This design comes from an exercise in tuning for small area and a short achievable clock period on the open sky130 flow, not from production work.
The RTL was checked by simulation tests, not by an equivalence proof against the original design.

<file path="design.v">
`timescale 1ns / 1ps
module Cordic_stage
#(parameter J=0, parameter [31:0] AC=32'd0, parameter [31:0] AH=32'd0,
  parameter CLRXY=0)    
(input clk,
 input rst,
 input [1:0] mode,
 input f_in,
 input [31:0] x_in,
 input [31:0] y_in,
 input [31:0] z_in,
 output reg f_out,
 output reg [31:0] x_out,
 output reg [31:0] y_out,
 output reg [31:0] z_out);
 wire zadd = mode[0] ? ~y_in[31] : z_in[31];    
 wire xsub = ~(zadd ^ mode[1]);                 
 wire ysub = zadd;                              
 wire zsub = ~zadd;
 wire [63:0] yx = {{32{y_in[31]}}, y_in};
 wire [63:0] xx = {{32{x_in[31]}}, x_in};
 wire [31:0] ys = mode[1] ? yx[J+1 +: 32] : yx[J +: 32];
 wire [31:0] xs = mode[1] ? xx[J+1 +: 32] : xx[J +: 32];
 wire [31:0] a  = mode[1] ? AH : AC;
 wire [31:0] xn, yn, zn;
 addsub32 ax (x_in, ys, xsub, xn);
 addsub32 ay (y_in, xs, ysub, yn);
 addsub32 az (z_in, a,  zsub, zn);
 wire kill = rst | f_in;
 always @(posedge clk) begin
   f_out <= kill;
   if (CLRXY) begin
     x_out <= kill ? 32'd0 : xn;
     y_out <= kill ? 32'd0 : yn;
   end else begin
     x_out <= xn;
     y_out <= {yn[31] & ~kill, yn[30:0]};
   end
   z_out <= rst ? 32'd0 : zn;
 end
endmodule
module addsub32 (input [31:0] a, input [31:0] b, input sub, output [31:0] s);
 wire [31:0] bb = b ^ {32{sub}};
 wire [31:0] p0 = a ^ bb;
 wire [31:0] g0 = a & bb;
 wire gc0 = g0[0] | (p0[0] & sub);
 wire g1_1 = g0[1] | (p0[1] & gc0);
 wire p1_1 = p0[1] & p0[0];
 wire g1_3 = g0[3] | (p0[3] & g0[2]);
 wire p1_3 = p0[3] & p0[2];
 wire g1_5 = g0[5] | (p0[5] & g0[4]);
 wire p1_5 = p0[5] & p0[4];
 wire g1_7 = g0[7] | (p0[7] & g0[6]);
 wire p1_7 = p0[7] & p0[6];
 wire g1_9 = g0[9] | (p0[9] & g0[8]);
 wire p1_9 = p0[9] & p0[8];
 wire g1_11 = g0[11] | (p0[11] & g0[10]);
 wire p1_11 = p0[11] & p0[10];
 wire g1_13 = g0[13] | (p0[13] & g0[12]);
 wire p1_13 = p0[13] & p0[12];
 wire g1_15 = g0[15] | (p0[15] & g0[14]);
 wire p1_15 = p0[15] & p0[14];
 wire g1_17 = g0[17] | (p0[17] & g0[16]);
 wire p1_17 = p0[17] & p0[16];
 wire g1_19 = g0[19] | (p0[19] & g0[18]);
 wire p1_19 = p0[19] & p0[18];
 wire g1_21 = g0[21] | (p0[21] & g0[20]);
 wire p1_21 = p0[21] & p0[20];
 wire g1_23 = g0[23] | (p0[23] & g0[22]);
 wire p1_23 = p0[23] & p0[22];
 wire g1_25 = g0[25] | (p0[25] & g0[24]);
 wire p1_25 = p0[25] & p0[24];
 wire g1_27 = g0[27] | (p0[27] & g0[26]);
 wire p1_27 = p0[27] & p0[26];
 wire g1_29 = g0[29] | (p0[29] & g0[28]);
 wire p1_29 = p0[29] & p0[28];
 wire g1_31 = g0[31] | (p0[31] & g0[30]);
 wire p1_31 = p0[31] & p0[30];
 wire g2_2 = g0[2] | (p0[2] & g1_1);
 wire p2_2 = p0[2] & p1_1;
 wire g2_3 = g1_3 | (p1_3 & g1_1);
 wire p2_3 = p1_3 & p1_1;
 wire g2_6 = g0[6] | (p0[6] & g1_5);
 wire p2_6 = p0[6] & p1_5;
 wire g2_7 = g1_7 | (p1_7 & g1_5);
 wire p2_7 = p1_7 & p1_5;
 wire g2_10 = g0[10] | (p0[10] & g1_9);
 wire p2_10 = p0[10] & p1_9;
 wire g2_11 = g1_11 | (p1_11 & g1_9);
 wire p2_11 = p1_11 & p1_9;
 wire g2_14 = g0[14] | (p0[14] & g1_13);
 wire p2_14 = p0[14] & p1_13;
 wire g2_15 = g1_15 | (p1_15 & g1_13);
 wire p2_15 = p1_15 & p1_13;
 wire g2_18 = g0[18] | (p0[18] & g1_17);
 wire p2_18 = p0[18] & p1_17;
 wire g2_19 = g1_19 | (p1_19 & g1_17);
 wire p2_19 = p1_19 & p1_17;
 wire g2_22 = g0[22] | (p0[22] & g1_21);
 wire p2_22 = p0[22] & p1_21;
 wire g2_23 = g1_23 | (p1_23 & g1_21);
 wire p2_23 = p1_23 & p1_21;
 wire g2_26 = g0[26] | (p0[26] & g1_25);
 wire p2_26 = p0[26] & p1_25;
 wire g2_27 = g1_27 | (p1_27 & g1_25);
 wire p2_27 = p1_27 & p1_25;
 wire g2_30 = g0[30] | (p0[30] & g1_29);
 wire p2_30 = p0[30] & p1_29;
 wire g2_31 = g1_31 | (p1_31 & g1_29);
 wire p2_31 = p1_31 & p1_29;
 wire g3_4 = g0[4] | (p0[4] & g2_3);
 wire p3_4 = p0[4] & p2_3;
 wire g3_5 = g1_5 | (p1_5 & g2_3);
 wire p3_5 = p1_5 & p2_3;
 wire g3_6 = g2_6 | (p2_6 & g2_3);
 wire p3_6 = p2_6 & p2_3;
 wire g3_7 = g2_7 | (p2_7 & g2_3);
 wire p3_7 = p2_7 & p2_3;
 wire g3_12 = g0[12] | (p0[12] & g2_11);
 wire p3_12 = p0[12] & p2_11;
 wire g3_13 = g1_13 | (p1_13 & g2_11);
 wire p3_13 = p1_13 & p2_11;
 wire g3_14 = g2_14 | (p2_14 & g2_11);
 wire p3_14 = p2_14 & p2_11;
 wire g3_15 = g2_15 | (p2_15 & g2_11);
 wire p3_15 = p2_15 & p2_11;
 wire g3_20 = g0[20] | (p0[20] & g2_19);
 wire p3_20 = p0[20] & p2_19;
 wire g3_21 = g1_21 | (p1_21 & g2_19);
 wire p3_21 = p1_21 & p2_19;
 wire g3_22 = g2_22 | (p2_22 & g2_19);
 wire p3_22 = p2_22 & p2_19;
 wire g3_23 = g2_23 | (p2_23 & g2_19);
 wire p3_23 = p2_23 & p2_19;
 wire g3_28 = g0[28] | (p0[28] & g2_27);
 wire p3_28 = p0[28] & p2_27;
 wire g3_29 = g1_29 | (p1_29 & g2_27);
 wire p3_29 = p1_29 & p2_27;
 wire g3_30 = g2_30 | (p2_30 & g2_27);
 wire p3_30 = p2_30 & p2_27;
 wire g3_31 = g2_31 | (p2_31 & g2_27);
 wire p3_31 = p2_31 & p2_27;
 wire g4_8 = g0[8] | (p0[8] & g3_7);
 wire p4_8 = p0[8] & p3_7;
 wire g4_9 = g1_9 | (p1_9 & g3_7);
 wire p4_9 = p1_9 & p3_7;
 wire g4_10 = g2_10 | (p2_10 & g3_7);
 wire p4_10 = p2_10 & p3_7;
 wire g4_11 = g2_11 | (p2_11 & g3_7);
 wire p4_11 = p2_11 & p3_7;
 wire g4_12 = g3_12 | (p3_12 & g3_7);
 wire p4_12 = p3_12 & p3_7;
 wire g4_13 = g3_13 | (p3_13 & g3_7);
 wire p4_13 = p3_13 & p3_7;
 wire g4_14 = g3_14 | (p3_14 & g3_7);
 wire p4_14 = p3_14 & p3_7;
 wire g4_15 = g3_15 | (p3_15 & g3_7);
 wire p4_15 = p3_15 & p3_7;
 wire g4_24 = g0[24] | (p0[24] & g3_23);
 wire p4_24 = p0[24] & p3_23;
 wire g4_25 = g1_25 | (p1_25 & g3_23);
 wire p4_25 = p1_25 & p3_23;
 wire g4_26 = g2_26 | (p2_26 & g3_23);
 wire p4_26 = p2_26 & p3_23;
 wire g4_27 = g2_27 | (p2_27 & g3_23);
 wire p4_27 = p2_27 & p3_23;
 wire g4_28 = g3_28 | (p3_28 & g3_23);
 wire p4_28 = p3_28 & p3_23;
 wire g4_29 = g3_29 | (p3_29 & g3_23);
 wire p4_29 = p3_29 & p3_23;
 wire g4_30 = g3_30 | (p3_30 & g3_23);
 wire p4_30 = p3_30 & p3_23;
 wire g4_31 = g3_31 | (p3_31 & g3_23);
 wire p4_31 = p3_31 & p3_23;
 wire g5_16 = g0[16] | (p0[16] & g4_15);
 wire p5_16 = p0[16] & p4_15;
 wire g5_17 = g1_17 | (p1_17 & g4_15);
 wire p5_17 = p1_17 & p4_15;
 wire g5_18 = g2_18 | (p2_18 & g4_15);
 wire p5_18 = p2_18 & p4_15;
 wire g5_19 = g2_19 | (p2_19 & g4_15);
 wire p5_19 = p2_19 & p4_15;
 wire g5_20 = g3_20 | (p3_20 & g4_15);
 wire p5_20 = p3_20 & p4_15;
 wire g5_21 = g3_21 | (p3_21 & g4_15);
 wire p5_21 = p3_21 & p4_15;
 wire g5_22 = g3_22 | (p3_22 & g4_15);
 wire p5_22 = p3_22 & p4_15;
 wire g5_23 = g3_23 | (p3_23 & g4_15);
 wire p5_23 = p3_23 & p4_15;
 wire g5_24 = g4_24 | (p4_24 & g4_15);
 wire p5_24 = p4_24 & p4_15;
 wire g5_25 = g4_25 | (p4_25 & g4_15);
 wire p5_25 = p4_25 & p4_15;
 wire g5_26 = g4_26 | (p4_26 & g4_15);
 wire p5_26 = p4_26 & p4_15;
 wire g5_27 = g4_27 | (p4_27 & g4_15);
 wire p5_27 = p4_27 & p4_15;
 wire g5_28 = g4_28 | (p4_28 & g4_15);
 wire p5_28 = p4_28 & p4_15;
 wire g5_29 = g4_29 | (p4_29 & g4_15);
 wire p5_29 = p4_29 & p4_15;
 wire g5_30 = g4_30 | (p4_30 & g4_15);
 wire p5_30 = p4_30 & p4_15;
 wire g5_31 = g4_31 | (p4_31 & g4_15);
 wire p5_31 = p4_31 & p4_15;
 wire [31:0] c = {g5_30, g5_29, g5_28, g5_27, g5_26, g5_25, g5_24, g5_23, g5_22, g5_21, g5_20, g5_19, g5_18, g5_17, g5_16, g4_15, g4_14, g4_13, g4_12, g4_11, g4_10, g4_9, g4_8, g3_7, g3_6, g3_5, g3_4, g2_3, g2_2, g1_1, gc0, sub};
 assign s = p0 ^ c;
endmodule
`timescale 1ns / 1ps
module pre_stage
#(parameter M=32,N=5)
(input signed [M-1:0] x_in,
 input signed [M-1:0] y_in,
 input signed [M-1:0] z_in,
 input [1:0] mode,
 input clk,
 output reg signed [M-1:0] x_0,
 output reg signed [M-1:0] y_0,
 output reg signed [M-1:0] z_0);
 localparam signed [M-1:0] pi_2       = 32'b00110010010000111111011010101001;
 localparam signed [M-1:0] minus_pi_2 = 32'b11001101101111000000100101010111;
 localparam signed [M-1:0] pi         = 32'b01100100100001111110110101010001;
 always @(posedge clk)
 begin
     case(mode)
        2'b00:
                begin
                x_0 <= (z_in>pi_2)?-y_in:(z_in<minus_pi_2)?y_in:x_in;
                y_0 <= (z_in>pi_2)?x_in:(z_in<minus_pi_2)?-x_in:y_in;
                z_0 <= (z_in>pi_2)?(z_in-pi_2):(z_in<minus_pi_2)?(z_in+pi_2):z_in;
                end
        2'b01:
                begin
                x_0 <= (x_in[M-1])? -x_in: x_in;
                y_0 <= (x_in[M-1])? -y_in: y_in;
                z_0 <= (x_in[M-1])? ((y_in[M-1])?(z_in-pi):(z_in+pi)): z_in;
                end
        2'b10:
                begin
                x_0 <= x_in;
                y_0 <= y_in;
                z_0 <= z_in;
                end
        2'b11:
                begin
                x_0 <= x_in;
                y_0 <= y_in;
                z_0 <= z_in;
                end               
     endcase
 end
endmodule
`timescale 1ns / 1ps
module ROT_Cordic
#(parameter M=32,N=5)
(input signed [M-1:0] x_in,
 input signed [M-1:0] y_in,
 input signed [M-1:0] z_in,
 input [1:0] mode,
 input clk,
 input rst,
 output signed [M-1:0] xf,
 output signed [M-1:0] yf,
 output signed [M-1:0] zf);
 localparam [32*32-1:0] ATC = {
  32'h00000000, 32'h00000000, 32'h00000000, 32'h00000001,
  32'h00000003, 32'h00000007, 32'h0000000F, 32'h0000001F,
  32'h0000003F, 32'h0000007F, 32'h000000FF, 32'h000001FF,
  32'h000003FF, 32'h000007FF, 32'h00000FFF, 32'h00001FFF,
  32'h00003FFF, 32'h00007FFF, 32'h0000FFFF, 32'h0001FFFF,
  32'h0003FFFF, 32'h0007FFFF, 32'h000FFFFD, 32'h001FFFEB,
  32'h003FFF57, 32'h007FFABB, 32'h00FFD5D8, 32'h01FEAE52,
  32'h03F5AF9C, 32'h07D6DBB3, 32'h0ED63979, 32'h191FB544};
 localparam [32*32-1:0] ATH = {
  32'h00000000, 32'h00000000, 32'h00000000, 32'h00000001,
  32'h00000002, 32'h00000004, 32'h00000008, 32'h00000010,
  32'h00000020, 32'h00000040, 32'h00000080, 32'h00000100,
  32'h00000200, 32'h00000400, 32'h00000800, 32'h00001000,
  32'h00002000, 32'h00004000, 32'h00008000, 32'h00010000,
  32'h00020000, 32'h00040000, 32'h00080000, 32'h00100001,
  32'h0020000B, 32'h00400055, 32'h008002AB, 32'h01001559,
  32'h0200AB11, 32'h04056247, 32'h082C577D, 32'h1193EA7B};
 wire [31:0] x [0:M];
 wire [31:0] y [0:M];
 wire [31:0] z [0:M];
 wire f [0:M];
 pre_stage m1(x_in,y_in,z_in,mode,clk,x[0],y[0],z[0]);
 assign f[0] = 1'b0;
 genvar j;
 generate
 for (j=0; j<M; j=j+1) begin : st
   Cordic_stage #(.J(j), .AC(ATC[32*j +: 32]), .AH(ATH[32*j +: 32]), .CLRXY(j == M-1)) c1
     (clk, rst, mode, f[j], x[j], y[j], z[j], f[j+1], x[j+1], y[j+1], z[j+1]);
 end
 endgenerate
 assign xf = x[M];
 assign yf = y[M];
 assign zf = z[M];
endmodule
</file>
<file path="flow/run.sh">
#!/bin/bash
# Own layout flow: the standard ORFS flow (standard.sh) with two
# synthesis changes: no full/half-adder cell extraction (ADDER_MAP_FILE
# empty) and ABC run with a delay-driven mapping script (abc_map.script).
# Everything after synthesis is the standard flow.
set -euo pipefail
W=$PWD
export FLOW_WORK=$W
export FLOW_ABC_SCRIPT=$W/flow/abc_map.script
bash standard.sh SYNTH_SCRIPT=$W/flow/synth.tcl ADDER_MAP_FILE= finish > $W/flow_make.log 2>&1
</file>
<file path="flow/abc_map.script">
strash
dch -f
map -D 2000
topo
stime -c
buffer -c
upsize -c -D 2000
dnsize -c -D 2000
</file>
<file path="flow/synth.tcl">
proc abc {args} {
  set i [lsearch -exact $args -script]
  if {$i >= 0} {
    lset args [expr {$i + 1}] $::env(FLOW_ABC_SCRIPT)
  }
  puts "flow abc: $args"
  yosys abc {*}$args
}
source $::env(FLOW_WORK)/synth_recipe.tcl
</file>
<file path="standard.sh">
#!/bin/bash
# synth_recipe.tcl (not shown) runs the flow's synth.tcl, then flattens the netlist and writes it again
# the make line also repeats each setting of config.mk as NAME=value (left out here)
make -C /OpenROAD-flow-scripts/flow DESIGN_CONFIG=/design/flow/config.mk WORK_HOME=/design/flow/orfs CLKGATE_MAP_FILE= SYNTH_SCRIPT=/design/flow/synth_recipe.tcl "${@:-finish}"
</file>
<file path="config.mk">
export PLATFORM = sky130hd
export DESIGN_NAME = ROT_Cordic
export DESIGN_NICKNAME = ROT_Cordic
export VERILOG_FILES = /design/flow/design.v
export SDC_FILE = /design/flow/constraint.sdc
export NUM_CORES = 8
export LEC_CHECK = 0
export CAP_MARGIN = 20
export CORE_MARGIN = 2
export CORE_UTILIZATION = 60
export SETUP_SLACK_MARGIN = 2.5
export SLEW_MARGIN = 20
export TNS_END_PERCENT = 0
</file>
<file path="constraint.sdc">
create_clock -name core_clock -period 5.5 [get_ports {clk}]
set_input_delay 1.1000 -clock core_clock [delete_from_list [all_inputs] [get_ports {clk}]]
set_output_delay 1.1000 -clock core_clock [all_outputs]
set_load 0.01 [all_outputs]
</file>
==> notes.md <==
## repair_timing
item                       in CTS  in global routing
resized for setup             461                137
pin swaps                      65                 36
gates cloned                   33                  5
setup buffers                 120                 34
setup endpoints to repair    2567               2486
## flip-flops by register name, summed over array words and instances, names as in the netlist
register     cells
st.c1.x_out   1024
st.c1.y_out   1024
st.c1.z_out   1024
st.c1.f_out     31
m1.y_0          32
m1.z_0          32
m1.x_0          32
## layout by cell type, fill, tap and decap left out, types with 53 or more instances in the layout
master and instances:
o21ai_1 214, maj3_1 57, clkinv_2 54, o221ai_1 150
xnor2_1 1300, nor2_2 100, buf_12 65, o41ai_1 92
xor2_1 2822, or2_2 260, o31ai_1 152, dfxtp_1 3184
a211oi_1 90, inv_1 4360, nand2_2 84, nor2_1 6616
clkinvlp_4 62, nand4_1 137, and2_1 146, nand3_1 528
a31oi_1 280, buf_6 62, a21oi_1 2141, nor3_1 524
o21ai_0 2580, nand2_1 4692, inv_2 72, o21bai_1 71
o211ai_1 94, nor4_1 69, o21a_1 67, clkbuf_16 362
clkbuf_8 53, buf_4 397, clkdlybuf4s50_1 188
## logic make-up after synthesis
kind of cell | synth area share (%)
AND/OR/NAND/NOR | 24.99
AO/OA/AOI/OAI | 17.84
buffers and inverters | 10.23
XOR/XNOR | 16.98
flip-flops | 29.52
adder cells (fa/ha/maj) | 0.3235
multiplexers | 0.1292
## synth_stat cells, types with 67 or more instances
library cell / n
a211oi_1: 94
a21oi_1: 2167
a31oi_1: 301
and2_1: 147
buf_2: 323
buf_4: 181
buf_6: 98
clkbuf_1: 285
dfxtp_1: 3199
inv_1: 4387
inv_2: 71
nand2_1: 4734
nand3_1: 535
nand4_1: 137
nor2_1: 6679
nor3_1: 538
nor4_1: 79
o211ai_1: 94
o21a_1: 67
o21ai_0: 2629
o21ai_1: 191
o21bai_1: 73
o221ai_1: 154
o31ai_1: 154
o41ai_1: 96
or2_2: 261
xnor2_1: 1305
xor2_1: 2834
## cell type report
cell class | instances | share of cell area (%)
multi-input cells | 24290 | 55.17
well taps | 4773 | 2.484
repair inverters | 5 | 0.01353
clock inverters | 196 | 1.030
diodes | 6 | 0.006246
inverters | 4475 | 7.044
clock buffers | 452 | 4.103
flip-flops and latches | 3199 | 26.66
repair buffers | 770 | 3.487
## metrics by stage
stage	hold slack [ns]	setup WS [ns]	std cells	utilization, %	cell area (um^2)
final	0.3997	1.729	38160	66.87	240400
after global routing	0.4057	1.568	38160	66.86	240400
after CTS	0.4007	1.935	38120	66.61	239500
after global placement	0.3894	0.2297	37320	62.14	223400
after floorplan	0.3883	1.600	32890	-	217200
after detailed placement	0.3923	0.1476	37320	62.14	223400
## worst paths after layout
| path | start | to | slack, ns | cells after the start |
|---|---|---|---|---|
| worst max-delay path | mode[1] | st[3].c1.y_out[30] | 1.73 | 17 |
| worst min register to register | st[30].c1.z_out[19] | st[31].c1.z_out[19] | 0.40 | 2 |
| worst min-delay path | st[30].c1.z_out[19] | st[31].c1.z_out[19] | 0.40 | 2 |
| worst max register to register | st[13].c1.y_out[31] | st[14].c1.z_out[31] | 1.86 | 21 |
## worst max-delay path: stages
cell and delay, ns:
buf_16 0.18, buf_16 0.21, buf_16 0.17, buf_4 0.16
bufbuf_16 0.30, o21ai_0 0.49, xnor2_1 0.21, nand2_1 0.11
nand2_1 0.08, nand2_1 0.06, o22ai_1 0.31, nand2_1 0.09
o211ai_1 0.14, nor2_4 0.12, nor4_4 0.31, o21ai_0 0.17
xnor2_1 0.31
## per-layer routing
layer,up-vias,share of wire [%]
met5,-,0.0093
li1,105200,-
met2,5736,47
met4,8,5.3
met1,93960,42
met3,1565,5.5
==> results.sh <==
export IMPL_num_fill_cells=32380
export IMPL_place_gp_congestion=0.9796
export IMPL_rows=220
export IMPL_regArea_um2=64080
export IMPL_ys_ff_latch=3199
export IMPL_cts_clk_slew_worst_paths_ns=0.06
export IMPL_drive_gt1_share_pct=6.797
export IMPL_layout_nets=33190
export IMPL_synth_top_area_share_pct=29.52
export IMPL_met1_usage_pct=41.60
export IMPL_busiest_layer="met2"
export IMPL_grt_antenna_before_repair=10
export IMPL_synth_edf_count=0
export IMPL_max_cap_violations=0
export IMPL_multi_input_area_um2=132600
export IMPL_drc_errors=0
export IMPL_clockBufferDepth=4
export IMPL_final_setup_tns_ns=0
export IMPL_die_w_um=605.4
export IMPL_grt_first_pass_wirelength_um=1004000
export IMPL_use_met2_pct=58.11
export IMPL_finalCriticalPeriod_ns=3.771
export IMPL_hpwl_um=485400
export IMPL_yosysTopAreaCell="dfxtp_1"
export IMPL_grt_max_degree=142
export IMPL_crit_type="input port to register"
export IMPL_drv_slew=0
export IMPL_setup_violations=0
export IMPL_worstMarginPinSlew_ns=1.020
export IMPL_cts_hold_buf=0
export IMPL_yosysSeqAreaShare_pct=29.52
export IMPL_drt_pass1_iter_count=7
export IMPL_hold_violations=0
export IMPL_cp_data_arrival_time_ns=4.59
export IMPL_synth_cell_types=114
export IMPL_netlist_area_um2=217000
export IMPL_drtIter0Drc=16080
export IMPL_rsz0062_at_grt="yes"
export IMPL_max_freq_mhz=265.2
export IMPL_viasPerCell=5.410
export IMPL_cp_end_kind="register"
export IMPL_synthCells=32890
export IMPL_cts_root_buf="clkbuf_16"
export IMPL_htreeDepth=5
export IMPL_gr_total_overflow=0
export IMPL_io_buffers=195
export IMPL_start_util_pct=60.36
export IMPL_wl_per_cell_um=16.68
export IMPL_hold_class="register to register"
export IMPL_use_met3_pct=3.741
export IMPL_grt_pass1_vias=192400
export IMPL_worstSetupStartpointType="input port"
export IMPL_cp_max_fo=29
export IMPL_die_h_um=605.4
export IMPL_design_core_area_um2=359500
export IMPL_yosysWarnings=34
export IMPL_dieArea_um2=366400
export IMPL_min_period_over_period_pct=68.57
export IMPL_vias=206500
export IMPL_cts_sinks=3199
export IMPL_synthArstFlopShare_pct=0
export IMPL_clk_insertion_delay_late_ns=0.97
export IMPL_synth_nets=32990
export IMPL_status="complete, no violations"
export IMPL_ant_nets=0
export IMPL_slew_limit_headroom_pct=32.01
export IMPL_synth_flop_cell="dfxtp_1"
export IMPL_syn2layout_area_growth_pct=10.79
export IMPL_cts_tree="built"
export IMPL_cts_made_buffers=355
export IMPL_synthTopCellsByArea="dfxtp_1 (30%), nor2_1 (12%), xor2_1 (11%)"
export IMPL_globalRouteTotalUtil_pct=33.64
export IMPL_ioPinCount=196
export IMPL_required_ns=6.32
export IMPL_syn_avg_cell_area_um2=6.596
export IMPL_clock_skew_ns=0.05463
export IMPL_wl_um=636700

==> port drivers added, routing unchanged <==
In the flow no input, the clock included, has a driving cell. The finished layout below was timed again as built, in two steps. Step 1 sets driving cells, clkbuf_16 on the clock port and buf_2 on the other inputs (assumed; they add their load-dependent delay and slew). Step 2 moves the port delays by t, midway between the first and last clock arrival at a register: inputs arrive t later, outputs are due t later. That takes back most of the time a late clock gives input paths. a / b / c = no drivers / after step 1 / after step 2; a / b = the first two.
shift t [ns]: 1.067
setup slack, ns: 1.729 / 1.542 / 0.475
worst setup path after step 2: input to register
After both steps this run still meets setup and hold. The setup slack of this run moves by -0.187 ns with the drivers and by -1.254 ns with both steps.
